This is an optimization exercise on Yosys and OpenROAD, whose aim is a short achievable clock period and few clock cycles, not a production implementation.
The RTL was checked by simulation tests, not by an equivalence proof against the original design.

==> inputs of run E <==
Design RV32I_Core, start of the top module:
module RV32I_Core (
    input  logic        clk,
    input  logic        reset,
    input  logic [31:0] instrCode,
    output logic [31:0] instrMemAddr,
    output logic        dataWe,
    output logic [31:0] dataAddr,
    output logic [31:0] dataWData,
    input  logic [31:0] dataRData,
    output logic        transfer,
    input  logic        ready
);
Settings: LEC_CHECK=0, ABC_CLOCK_PERIOD_IN_PS=3000, CAP_MARGIN=20, CORE_MARGIN=2, CORE_UTILIZATION=65, SLEW_MARGIN=20; clock period 12.0 ns.
standard.sh (not shown) runs the stock make flow with config.mk's settings and CLKGATE_MAP_FILE= SYNTH_SCRIPT=/design/flow/synth_recipe.tcl, a recipe that flattens the netlist after the stock synthesis.
==> flow/flow/run.sh <==
#!/bin/bash
# Standard layout (standard synthesis unchanged), with repair_timing asked to
# leave extra setup slack so that the achieved period (12 ns less slack) is
# pushed down. make's full output goes to standard_make.log.
set -euo pipefail
bash standard.sh SETUP_SLACK_MARGIN=8.6 finish > standard_make.log 2>&1
==> inputs of run A, as changes to run E <==
--- a/flow/design.v
+++ b/flow/design.v
@@ -47,31 +47,49 @@
 );
     localparam int NB = 4;   
     localparam int NQ = 3;   
     logic [31:0] pc;
     logic [NB-1:0] b_valid;
     logic [31:2] b_pc[NB];
     logic [31:0] b_tgt[NB];
     logic [1:0] b_ptr;
-    logic        bw_v, bw_inv;
+    logic        bw_v, bw_inv, be_v, be_inv;
+    logic [NB-1:0] be_invVec;
+    logic [31:2] be_pc;
+    logic [31:0] be_tgt;
     logic [NB-1:0] bw_invVec;
     logic [31:2] bw_pc;
     logic [31:0] bw_tgt;
     logic        d_valid, d_hit;
     logic [31:0] d_instr, d_pc;
     logic [NB-1:0] d_hitVec;
-    logic        e_wen, e_load, e_mem, e_store, e_jalr;
+    logic        e_store, e_kill;
+    logic        e_wen_q, e_load_q, e_mem_q, e_jalr_q, e_fwdNT_q, e_fwdHit_q;
+    logic        e_rEq_q, e_rNe_q, e_rLt_q, e_rGe_q, e_rLtu_q, e_rGeu_q;
+    wire         e_wen = e_wen_q & ~e_kill;
+    wire         e_load = e_load_q & ~e_kill;
+    wire         e_mem = e_mem_q & ~e_kill;
+    wire         e_jalr = e_jalr_q & ~e_kill;
+    wire         e_fwdNT = e_fwdNT_q & ~e_kill;
+    wire         e_fwdHit = e_fwdHit_q & ~e_kill;
+    logic [31:2] e_pcw;
+    logic [NB-1:0] e_hitVec;
     logic [ 4:0] e_rd;
     logic [31:0] e_opA, e_opB, e_sdata, e_alt;
     logic [ 3:0] e_shA;
     logic [ 7:0] e_shB;
     logic        e_sAdd, e_sSub, e_sSll, e_sSr, e_sSra, e_sSlt, e_sSltu;
     logic        e_sXor, e_sOr, e_sAnd, e_sAlt;
-    logic        e_rEq, e_rNe, e_rLt, e_rGe, e_rLtu, e_rGeu;
+    wire         e_rEq = e_rEq_q & ~e_kill;
+    wire         e_rNe = e_rNe_q & ~e_kill;
+    wire         e_rLt = e_rLt_q & ~e_kill;
+    wire         e_rGe = e_rGe_q & ~e_kill;
+    wire         e_rLtu = e_rLtu_q & ~e_kill;
+    wire         e_rGeu = e_rGeu_q & ~e_kill;
     logic        w_wen;
     logic [ 4:0] w_rd;
     logic [31:0] w_result;
     logic [NQ-1:0] q_v;
     logic [NQ-1:0] q_we, q_ld;
     logic [ 4:0] q_rd[NQ];
     logic [31:0] q_addr[NQ];
     logic [31:0] q_wdata[NQ];
@@ -119,17 +137,17 @@
     wire [31:0] immJ = {{12{d_instr[31]}}, d_instr[19:12], d_instr[20], d_instr[30:21], 1'b0};
     wire [31:0] immU = {d_instr[31:12], 12'b0};
     logic [31:0] tgtB, tgtJ;
     logic [31:12] auiHi;
     ks_add #(32) u_tgtB (.a(d_pc), .b(immB), .cin(1'b0), .s(tgtB), .cout());
     ks_add #(32) u_tgtJ (.a(d_pc), .b(immJ), .cin(1'b0), .s(tgtJ), .cout());
     ks_add #(20) u_auipc (.a(d_pc[31:12]), .b(d_instr[31:12]), .cin(1'b0), .s(auiHi), .cout());
     wire [31:0] pc4 = {d_pc[31:2] + 30'd1, d_pc[1:0]};
-    wire predT = isB & d_instr[31];
+    wire predT = isB & (d_instr[31] | d_hit);
     wire wantT = isJAL | predT;
     wire redirectD = d_valid & (wantT ^ d_hit);
     wire [31:0] targetD = isJAL ? tgtJ : predT ? tgtB : pc4;
     logic [31:0] sum, diff;
     logic        noBorrow;
     ks_add #(32) u_sum (.a(e_opA), .b(e_opB), .cin(1'b0), .s(sum), .cout());
     ks_add #(32) u_diff (.a(e_opA), .b(~e_opB), .cin(1'b1), .s(diff), .cout(noBorrow));
     wire ltu = ~noBorrow;
@@ -196,90 +214,107 @@
             p1 = p1 | (q_v[k] & q_ld[k] & (q_rd[k] == rs1));
             p2 = p2 | (q_v[k] & q_ld[k] & (q_rd[k] == rs2));
             pd = pd | (q_v[k] & q_ld[k] & (q_rd[k] == rd));
         end
     end
     wire qFull = (q_cnt == 2'd3) | ((q_cnt == 2'd2) & e_mem);
     wire hazard = d_valid & ((useRs1 & p1) | (useRs2 & p2) | ((dWen | dLdw) & pd) |
                              (dMem & qFull));
-    wire goE = d_valid & ~hazard & ~redirectE;
+    wire goD = d_valid & ~hazard;
     wire bImm = isI | isL | isS | isJALR;
     wire [31:0] imm = isS ? immS : immI;
     wire [31:0] opB = bImm ? imm : v2;
     wire [31:0] pcNext = redirectE ? targetE :
                          hazard ? pc : redirectD ? targetD : bHit ? bTgt : pcNext4;
+    always_ff @(posedge clk) begin
+        pc <= reset ? 32'd0 : pcNext;
+        q_v <= reset ? '0 : nv;
+    end
     always_ff @(posedge clk, posedge reset) begin
         if (reset) begin
-            pc <= 32'd0;
             d_valid <= 1'b0;
         end else begin
-            pc <= pcNext;
             d_valid <= ~redirectE & (hazard ? d_valid : ~redirectD);
         end
     end
     wire takeD = ~hazard;
     always_ff @(posedge clk) begin
         d_instr <= ({32{takeD}} & instrCode) | ({32{~takeD}} & d_instr);
         d_pc <= ({32{takeD}} & pc) | ({32{~takeD}} & d_pc);
         d_hit <= (takeD & bHit) | (~takeD & d_hit);
         d_hitVec <= ({NB{takeD}} & bHitVec) | ({NB{~takeD}} & d_hitVec);
     end
     always_ff @(posedge clk, posedge reset) begin
         if (reset) begin
             bw_v <= 1'b0;
             bw_inv <= 1'b0;
+            be_v <= 1'b0;
+            be_inv <= 1'b0;
             b_valid <= '0;
             b_ptr <= '0;
         end else begin
             bw_v <= redirectD & ~hazard & wantT;
             bw_inv <= redirectD & ~hazard & d_hit;
-            b_valid <= (b_valid & ~(bw_inv ? bw_invVec : '0)) |
-                       (bw_v ? (NB'(1) << b_ptr) : '0);
-            if (bw_v) b_ptr <= b_ptr + 1'b1;
+            be_v <= (e_rEq | e_rNe | e_rLt | e_rGe | e_rLtu | e_rGeu) & e_fwdNT & brRedirect;
+            be_inv <= e_fwdHit & brRedirect;
+            b_valid <= (b_valid & ~(bw_inv ? bw_invVec : '0) & ~(be_inv ? be_invVec : '0)) |
+                       ((bw_v | be_v) ? (NB'(1) << b_ptr) : '0);
+            if (bw_v | be_v) b_ptr <= b_ptr + 1'b1;
         end
     end
     always_ff @(posedge clk) begin
         bw_invVec <= d_hitVec;
+        be_invVec <= e_hitVec;
+        be_pc <= e_pcw;
+        be_tgt <= e_alt;
         bw_pc <= d_pc[31:2];
         bw_tgt <= targetD;
         for (int i = 0; i < NB; i++) begin
-            if (bw_v && b_ptr == i) begin
-                b_pc[i] <= bw_pc;
-                b_tgt[i] <= bw_tgt;
+            if ((bw_v | be_v) && b_ptr == i) begin
+                b_pc[i] <= be_v ? be_pc : bw_pc;
+                b_tgt[i] <= be_v ? be_tgt : bw_tgt;
             end
         end
     end
     always_ff @(posedge clk, posedge reset) begin
         if (reset) begin
-            e_wen <= 1'b0;
-            e_load <= 1'b0;
-            e_mem <= 1'b0;
-            e_jalr <= 1'b0;
-            e_rEq <= 1'b0;
-            e_rNe <= 1'b0;
-            e_rLt <= 1'b0;
-            e_rGe <= 1'b0;
-            e_rLtu <= 1'b0;
-            e_rGeu <= 1'b0;
+            e_kill <= 1'b0;
+            e_wen_q <= 1'b0;
+            e_load_q <= 1'b0;
+            e_mem_q <= 1'b0;
+            e_jalr_q <= 1'b0;
+            e_fwdNT_q <= 1'b0;
+            e_fwdHit_q <= 1'b0;
+            e_rEq_q <= 1'b0;
+            e_rNe_q <= 1'b0;
+            e_rLt_q <= 1'b0;
+            e_rGe_q <= 1'b0;
+            e_rLtu_q <= 1'b0;
+            e_rGeu_q <= 1'b0;
         end else begin
-            e_wen <= goE & dWen;
-            e_load <= goE & dLdw;
-            e_mem <= goE & dMem;
-            e_jalr <= goE & isJALR;
-            e_rEq <= goE & isB & ((f3 == 3'b000) & ~predT | (f3 == 3'b001) & predT);
-            e_rNe <= goE & isB & ((f3 == 3'b001) & ~predT | (f3 == 3'b000) & predT);
-            e_rLt <= goE & isB & ((f3 == 3'b100) & ~predT | (f3 == 3'b101) & predT);
-            e_rGe <= goE & isB & ((f3 == 3'b101) & ~predT | (f3 == 3'b100) & predT);
-            e_rLtu <= goE & isB & ((f3 == 3'b110) & ~predT | (f3 == 3'b111) & predT);
-            e_rGeu <= goE & isB & ((f3 == 3'b111) & ~predT | (f3 == 3'b110) & predT);
+            e_kill <= redirectE;
+            e_wen_q <= goD & dWen;
+            e_load_q <= goD & dLdw;
+            e_mem_q <= goD & dMem;
+            e_jalr_q <= goD & isJALR;
+            e_fwdNT_q <= goD & isB & ~d_instr[31] & ~d_hit;
+            e_fwdHit_q <= goD & isB & ~d_instr[31] & d_hit;
+            e_rEq_q <= goD & isB & ((f3 == 3'b000) & ~predT | (f3 == 3'b001) & predT);
+            e_rNe_q <= goD & isB & ((f3 == 3'b001) & ~predT | (f3 == 3'b000) & predT);
+            e_rLt_q <= goD & isB & ((f3 == 3'b100) & ~predT | (f3 == 3'b101) & predT);
+            e_rGe_q <= goD & isB & ((f3 == 3'b101) & ~predT | (f3 == 3'b100) & predT);
+            e_rLtu_q <= goD & isB & ((f3 == 3'b110) & ~predT | (f3 == 3'b111) & predT);
+            e_rGeu_q <= goD & isB & ((f3 == 3'b111) & ~predT | (f3 == 3'b110) & predT);
         end
     end
     always_ff @(posedge clk) begin
         e_store <= isS;
+        e_pcw <= d_pc[31:2];
+        e_hitVec <= d_hitVec;
         e_rd <= rd;
         e_opA <= v1;
         e_opB <= opB;
         e_sdata <= v2;
         for (int k = 0; k < 4; k++) e_shA[k] <= (opB[1:0] == k);
         for (int j = 0; j < 8; j++) e_shB[j] <= (opB[4:2] == j);
         e_alt <= isB ? (predT ? pc4 : tgtB) :
                  isLUI ? immU : isAUIPC ? {auiHi, d_pc[11:0]} : pc4;
@@ -308,21 +343,19 @@
         for (int k = 0; k < NQ; k++) begin
             bv[k] = pop ? ((k + 1 < NQ) ? q_v[(k+1)%NQ] : 1'b0) : q_v[k];
             take[k] = e_mem & ~bv[k] & ((k == 0) ? 1'b1 : bv[(k+NQ-1)%NQ]);
             nv[k] = bv[k] | take[k];
         end
     end
     always_ff @(posedge clk, posedge reset) begin
         if (reset) begin
-            q_v <= '0;
             q_cnt <= '0;
             w2_wen <= 1'b0;
         end else begin
-            q_v <= nv;
             q_cnt <= q_cnt + {1'b0, e_mem} - {1'b0, pop};
             w2_wen <= pop & q_ld[0];
         end
     end
     always_ff @(posedge clk) begin
         for (int k = 0; k < NQ; k++) begin
             logic sh, tk, hd;
             sh = pop & ((k + 1 < NQ) ? q_v[(k+1)%NQ] : 1'b0);
==> flow/flow/run.sh (replaced) <==
#!/bin/bash
# Standard layout (standard synthesis unchanged), with repair_timing asked to
# leave extra setup slack so that the achieved period (12 ns less slack) is
# pushed down. make's full output goes to standard_make.log.
set -euo pipefail
bash standard.sh SETUP_SLACK_MARGIN=8.2 finish > standard_make.log 2>&1
- CORE_UTILIZATION: 65 -> 35
- CTS_CLUSTER_DIAMETER: default -> 100
- CTS_CLUSTER_SIZE: default -> 25
- PLACE_DENSITY: default -> 0.5
==> comparison table <==
item                                                                             run E       run A
Post-synth top area share                                                        0.289       0.304
Combined area of all synthesized cells                                     0.0991 mm^2  0.101 mm^2
Result of the run                                            aborted with a tool error  no timing/DRC/antenna violations
Last stage reached                                            global routing (5_1_grt)           -
Routability Congestion                                                            1.07        1.01
Async S/R FF share, synth                                                       0.0309      0.0144
Xor and xnor fraction of the mapped netlist area                                0.0321      0.0315
Post-synthesis simple-gate area fraction                                         0.138       0.140
Placement Cell Area                                                         0.102 mm^2  0.107 mm^2
Post-synthesis average cell area                                             8.80 um^2   8.81 um^2
Total instance count after detailed placement                                   12,600      14,600
Die outline width                                                               395 um      541 um
Depth of the CTS H-tree                                                              4           3
Post-Synth Adder-Cell Area                                                      0.0210      0.0206
Share of cell area taken by muxes after synthesis                                0.111       0.110
Sequential share of the synthesized area                                         0.421       0.426
Number of flip-flops and latches in the synthesized netlist                      1,877       1,948
Synthesized netlist net count                                                   11,500      11,700
Testbench counts of run E, summed over its fixed seeds: cycles 38,967.
Testbench counts of run A, summed over its fixed seeds: cycles 38,227.

-- what the ideal ports hide --
No port has a modelled driver above. Below, the same layout with a new extraction and two added sets of constraints. Step 1, drivers: a clkbuf_16 drives clk and a buf_2 each remaining input, both assumed. Step 2 adds t to the input delays and takes it off the output delays; t is the mean of the earliest and latest rising clock arrival at the registers after step 1. Input paths then give back, and output paths get back, about the clock's delay inside the block. a / b / c = no drivers / after step 1 / after step 2; a / b = the first two.
run: run A
t (ns): 1.026
slack for setup (ns): 8.022 / 7.916 / 7.466
hold WS [ns]: 0.346 / 0.346 / 0.346
worst data-port slew with drivers (ns): 0.15
pins driven straight from the clock port: 1
After both steps run A still meets setup and hold. The setup slack of run A moves by -0.106 ns with the drivers and by -0.556 ns with both steps.
